From an optimization exercise on the open Yosys and OpenROAD flow, aimed at small area and a short achievable clock period; shortcuts taken in it are not production practice.

==> flow/design.v <==
module adler32 (
  input         rst_n, clk,
  input         size_valid,
  input  [31:0] size,
  input         data_start,
  input  [ 7:0] data,
  output        checksum_valid,
  output [31:0] checksum
);
  wire busy, in_data, first, last_data;
  controller ctl( rst_n, clk, size_valid, data_start,
    last_data, checksum_valid, busy, in_data, first );
  datapath datap( clk, size, busy, data, in_data, first, last_data, checksum );
endmodule
module controller (
  input      rst_n, clk,
  input      size_valid,
  input      data_start,
  input      last_data,
  output reg checksum_valid,
  output     busy,
  output reg in_data,
  output reg first
);
  reg wait_ds;
  wire idle  = ~(wait_ds | in_data | checksum_valid);
  wire go    = idle & size_valid;
  wire start = ( go | wait_ds ) & data_start;
  assign busy = wait_ds | in_data;
  always @( posedge clk ) begin
    wait_ds        <= rst_n & ( go & ~data_start | wait_ds & ~data_start );
    in_data        <= rst_n & ( start | in_data & ~last_data );
    first          <= rst_n & start;
    checksum_valid <= rst_n & in_data & last_data;
  end
endmodule
module datapath (
  input         clk,
  input  [31:0] size,
  input         busy,
  input  [ 7:0] data,
  input         in_data,
  input         first,
  output        last_data,
  output [31:0] checksum
);
  reg  [15:0] A, B;
  reg  [31:0] size_cnt;
  wire [15:0] Ae = first ? 16'd1 : A;
  wire [15:0] Be = first ? 16'd0 : B;
  assign checksum  = { B, A };
  assign last_data = ( size_cnt == 32'h00000001 );
  always @( posedge clk )
    size_cnt <= busy ? size_cnt - in_data : size;
  wire [15:0] nA;
  modadd8 addA ( Ae, data, nA );
  wire [7:0] al = Ae[7:0], bl = Be[7:0];
  wire [7:0] x1 = al ^ bl, g1 = al & bl;
  wire [7:0] s1 = x1 ^ data;                      
  wire [8:0] c1 = { g1 | ( x1 & data ), 1'b0 };
  wire [9:0] Z0, Z1, Z2;
  csadd #( 8'd0  ) z0 ( s1, c1, Z0 );
  csadd #( 8'd15 ) z1 ( s1, c1, Z1 );
  csadd #( 8'd30 ) z2 ( s1, c1, Z2 );
  wire [9:0] S0 = Ae[15:8] + Be[15:8];
  wire [9:0] S1 = S0 + 10'd1;
  wire [9:0] S2 = S0 + 10'd2;
  wire [9:0] S3 = S0 + 10'd3;
  wire [3:0] f1 = { S3[9] | S3[8], S2[9] | S2[8], S1[9] | S1[8], S0[9] | S0[8] };
  wire [3:0] f2 = { S3[9], S2[9], S1[9], S0[9] };
  wire       ge1 = f1[Z1[9:8]];
  wire       ge2 = f2[Z2[9:8]];
  wire [1:0] q  = ge2 ? Z2[9:8] : ge1 ? Z1[9:8] : Z0[9:8];
  wire [7:0] lo = ge2 ? Z2[7:0] : ge1 ? Z1[7:0] : Z0[7:0];
  wire [7:0] hi = q[1] ? ( q[0] ? S3[7:0] : S2[7:0] ) : ( q[0] ? S1[7:0] : S0[7:0] );
  wire [15:0] nB = { hi, lo };
  always @( posedge clk ) begin
    A <= nA;
    B <= nB;
  end
endmodule
module csadd #( parameter [7:0] K = 8'd0 ) (
  input  [7:0] s,
  input  [8:0] c,
  output [9:0] z
);
  wire [8:0] s2 = { c[8], s ^ c[7:0] ^ K };
  wire [9:0] c2 = { c[8] & 1'b0, ( s & c[7:0] ) | ( ( s | c[7:0] ) & K ), 1'b0 };
  wire [9:0] zz;
  ks #(9) add ( s2, c2[8:0], 1'b0, zz );
  assign z = zz;
endmodule
module modadd8 (
  input  [15:0] x,
  input  [ 7:0] d,
  output [15:0] y
);
  wire [9:0] lo, s15;
  ks #(8) add_lo ( x[7:0], d, 1'b0, lo );
  wire [7:0] cs_s = x[7:0] ^ d ^ 8'h0f;
  wire [8:0] cs_c = { ( x[7:0] & d ) | ( ( x[7:0] | d ) & 8'h0f ), 1'b0 };
  ks #(9) add_15 ( { 1'b0, cs_s }, cs_c, 1'b0, s15 );
  wire       hff  = &x[15:8];
  wire       hfe  = ( x[15:8] == 8'hfe );
  wire       wrap = hff & ( s15[9] | s15[8] ) | hfe & s15[9];
  wire [7:0] hi1  = x[15:8] + 1'b1;
  wire [7:0] hi   = lo[8] ? hi1 : x[15:8];
  assign y = wrap ? { 8'h00, s15[7:0] } : { hi, lo[7:0] };
endmodule
module ks #( parameter W = 8 ) (
  input  [W-1:0] a, b,
  input          ci,
  output [9:0]   s
);
  localparam L = ( W > 16 ) ? 5 : ( W > 8 ) ? 4 : ( W > 4 ) ? 3 : ( W > 2 ) ? 2 : 1;
  wire [W-1:0] g [0:L];
  wire [W-1:0] p [0:L];
  assign g[0] = a & b;
  assign p[0] = a ^ b;
  genvar i, j;
  generate
    for( j = 0; j < L; j = j + 1 ) begin : lvl
      for( i = 0; i < W; i = i + 1 ) begin : bt
        if( i >= ( 1 << j ) ) begin : mrg
          assign g[j+1][i] = g[j][i] | p[j][i] & g[j][i-(1<<j)];
          assign p[j+1][i] = p[j][i] & p[j][i-(1<<j)];
        end else begin : pas
          assign g[j+1][i] = g[j][i];
          assign p[j+1][i] = p[j][i];
        end
      end
    end
  endgenerate
  wire [W:0] c = { g[L] | p[L] & { W{ci} }, ci };
  wire [W:0] r = { c[W], p[0] ^ c[W-1:0] };
  assign s = r;
endmodule
export LEC_CHECK = 0
export ABC_AREA = 1
export CAP_MARGIN = 20
export CORE_MARGIN = 2
export CORE_UTILIZATION = 40
export SETUP_SLACK_MARGIN = 3.0
export SLEW_MARGIN = 20
create_clock -name core_clock -period 6.5 [get_ports {clk}]
standard.sh (not shown) runs the stock make flow with config.mk's settings and CLKGATE_MAP_FILE= SYNTH_SCRIPT=/design/flow/synth_recipe.tcl, a recipe that flattens the netlist after the stock synthesis.
==> flow/flow/run.sh <==
#!/bin/bash
# The standard ORFS layout with two changes:
#  - Yosys's full/half-adder extraction is off (ADDER_MAP_FILE empty), so
#    ABC maps all of the arithmetic itself;
#  - ports are buffered with buf_2 instead of the default delay buffer.
set -u
export ADDER_MAP_FILE=
export BUFFER_PORTS_ARGS="-buffer_cell sky130_fd_sc_hd__buf_2"
bash standard.sh > standard.log 2>&1
Change:
--- a/flow/design.v
+++ b/flow/design.v
@@ -6,32 +6,29 @@
   input  [ 7:0] data,
   output        checksum_valid,
   output [31:0] checksum
 );
-  wire busy, in_data, first, last_data;
+  wire busy, in_data, last_data;
   controller ctl( rst_n, clk, size_valid, data_start,
-    last_data, checksum_valid, busy, in_data, first );
-  datapath datap( clk, size, busy, data, in_data, first, last_data, checksum );
+    last_data, checksum_valid, busy, in_data );
+  datapath datap( clk, size, busy, data, in_data, last_data, checksum );
 endmodule
 module controller (
   input      rst_n, clk,
   input      size_valid,
   input      data_start,
   input      last_data,
   output reg checksum_valid,
   output     busy,
-  output reg in_data,
-  output reg first
+  output reg in_data
 );
   reg wait_ds;
-  wire idle  = ~(wait_ds | in_data | checksum_valid);
-  wire go    = idle & size_valid;
-  wire start = ( go | wait_ds ) & data_start;
+  wire idle = ~(wait_ds | in_data | checksum_valid);
+  wire go   = idle & size_valid;
   assign busy = wait_ds | in_data;
   always @( posedge clk ) begin
     wait_ds        <= rst_n & ( go & ~data_start | wait_ds & ~data_start );
-    in_data        <= rst_n & ( start | in_data & ~last_data );
-    first          <= rst_n & start;
+    in_data        <= rst_n & ( ( go | wait_ds ) & data_start | in_data & ~last_data );
     checksum_valid <= rst_n & in_data & last_data;
   end
 endmodule
 module datapath (
@@ -39,31 +36,28 @@
   input  [31:0] size,
   input         busy,
   input  [ 7:0] data,
   input         in_data,
-  input         first,
   output        last_data,
   output [31:0] checksum
 );
   reg  [15:0] A, B;
   reg  [31:0] size_cnt;
-  wire [15:0] Ae = first ? 16'd1 : A;
-  wire [15:0] Be = first ? 16'd0 : B;
   assign checksum  = { B, A };
   assign last_data = ( size_cnt == 32'h00000001 );
   always @( posedge clk )
     size_cnt <= busy ? size_cnt - in_data : size;
   wire [15:0] nA;
-  modadd8 addA ( Ae, data, nA );
-  wire [7:0] al = Ae[7:0], bl = Be[7:0];
+  modadd8 addA ( A, data, nA );
+  wire [7:0] al = A[7:0], bl = B[7:0];
   wire [7:0] x1 = al ^ bl, g1 = al & bl;
   wire [7:0] s1 = x1 ^ data;                      
   wire [8:0] c1 = { g1 | ( x1 & data ), 1'b0 };
   wire [9:0] Z0, Z1, Z2;
   csadd #( 8'd0  ) z0 ( s1, c1, Z0 );
   csadd #( 8'd15 ) z1 ( s1, c1, Z1 );
   csadd #( 8'd30 ) z2 ( s1, c1, Z2 );
-  wire [9:0] S0 = Ae[15:8] + Be[15:8];
+  wire [9:0] S0 = A[15:8] + B[15:8];
   wire [9:0] S1 = S0 + 10'd1;
   wire [9:0] S2 = S0 + 10'd2;
   wire [9:0] S3 = S0 + 10'd3;
   wire [3:0] f1 = { S3[9] | S3[8], S2[9] | S2[8], S1[9] | S1[8], S0[9] | S0[8] };
@@ -74,10 +68,10 @@
   wire [7:0] lo = ge2 ? Z2[7:0] : ge1 ? Z1[7:0] : Z0[7:0];
   wire [7:0] hi = q[1] ? ( q[0] ? S3[7:0] : S2[7:0] ) : ( q[0] ? S1[7:0] : S0[7:0] );
   wire [15:0] nB = { hi, lo };
   always @( posedge clk ) begin
-    A <= nA;
-    B <= nB;
+    A <= in_data ? nA : 16'd1;
+    B <= in_data ? nB : 16'd0;
   end
 endmodule
 module csadd #( parameter [7:0] K = 8'd0 ) (
   input  [7:0] s,
@@ -111,9 +105,9 @@
   input  [W-1:0] a, b,
   input          ci,
   output [9:0]   s
 );
-  localparam L = ( W > 16 ) ? 5 : ( W > 8 ) ? 4 : ( W > 4 ) ? 3 : ( W > 2 ) ? 2 : 1;
+  localparam L = $clog2( W );
   wire [W-1:0] g [0:L];
   wire [W-1:0] p [0:L];
   assign g[0] = a & b;
   assign p[0] = a ^ b;
Effect:
- The changed run ran to the end with no violations
- wire length shrinks by roughly a tenth
- final area shrinks slightly
- setup slack is better by 0.011 ns
Function was not checked in any run of this note: the RTL went through the layout flow alone.

-- static timing again, ports no longer ideal --
In the flow no input, the clock included, has a driving cell. The finished layouts below were timed again as built, in two steps.
Step 1 sets driving cells, clkbuf_16 on the clock port and buf_2 on the other inputs (assumed; they add their load-dependent delay and slew).
Step 2 also shifts input and output timing later by t, the mid clock arrival at the registers, as if the neighbouring blocks saw the same clock.
Slacks: ideal / step 1 / step 2; pairs: ideal / step 1.
run	t (ns)	slack for setup (ns)	hold WS [ns]	slew at the worst register clock pin (ns)
the first run	0.377	3.160 / 3.179 / 2.802	0.471 / 0.471 / 0.471	0.06 / 0.06
the second run	0.374	3.171 / 3.191 / 2.817	0.479 / 0.479 / 0.479	0.06 / 0.06
After both steps every run listed still meets setup and hold. The setup slack of the first run, which loses most, moves by +0.019 ns with the drivers and by -0.358 ns with both steps.
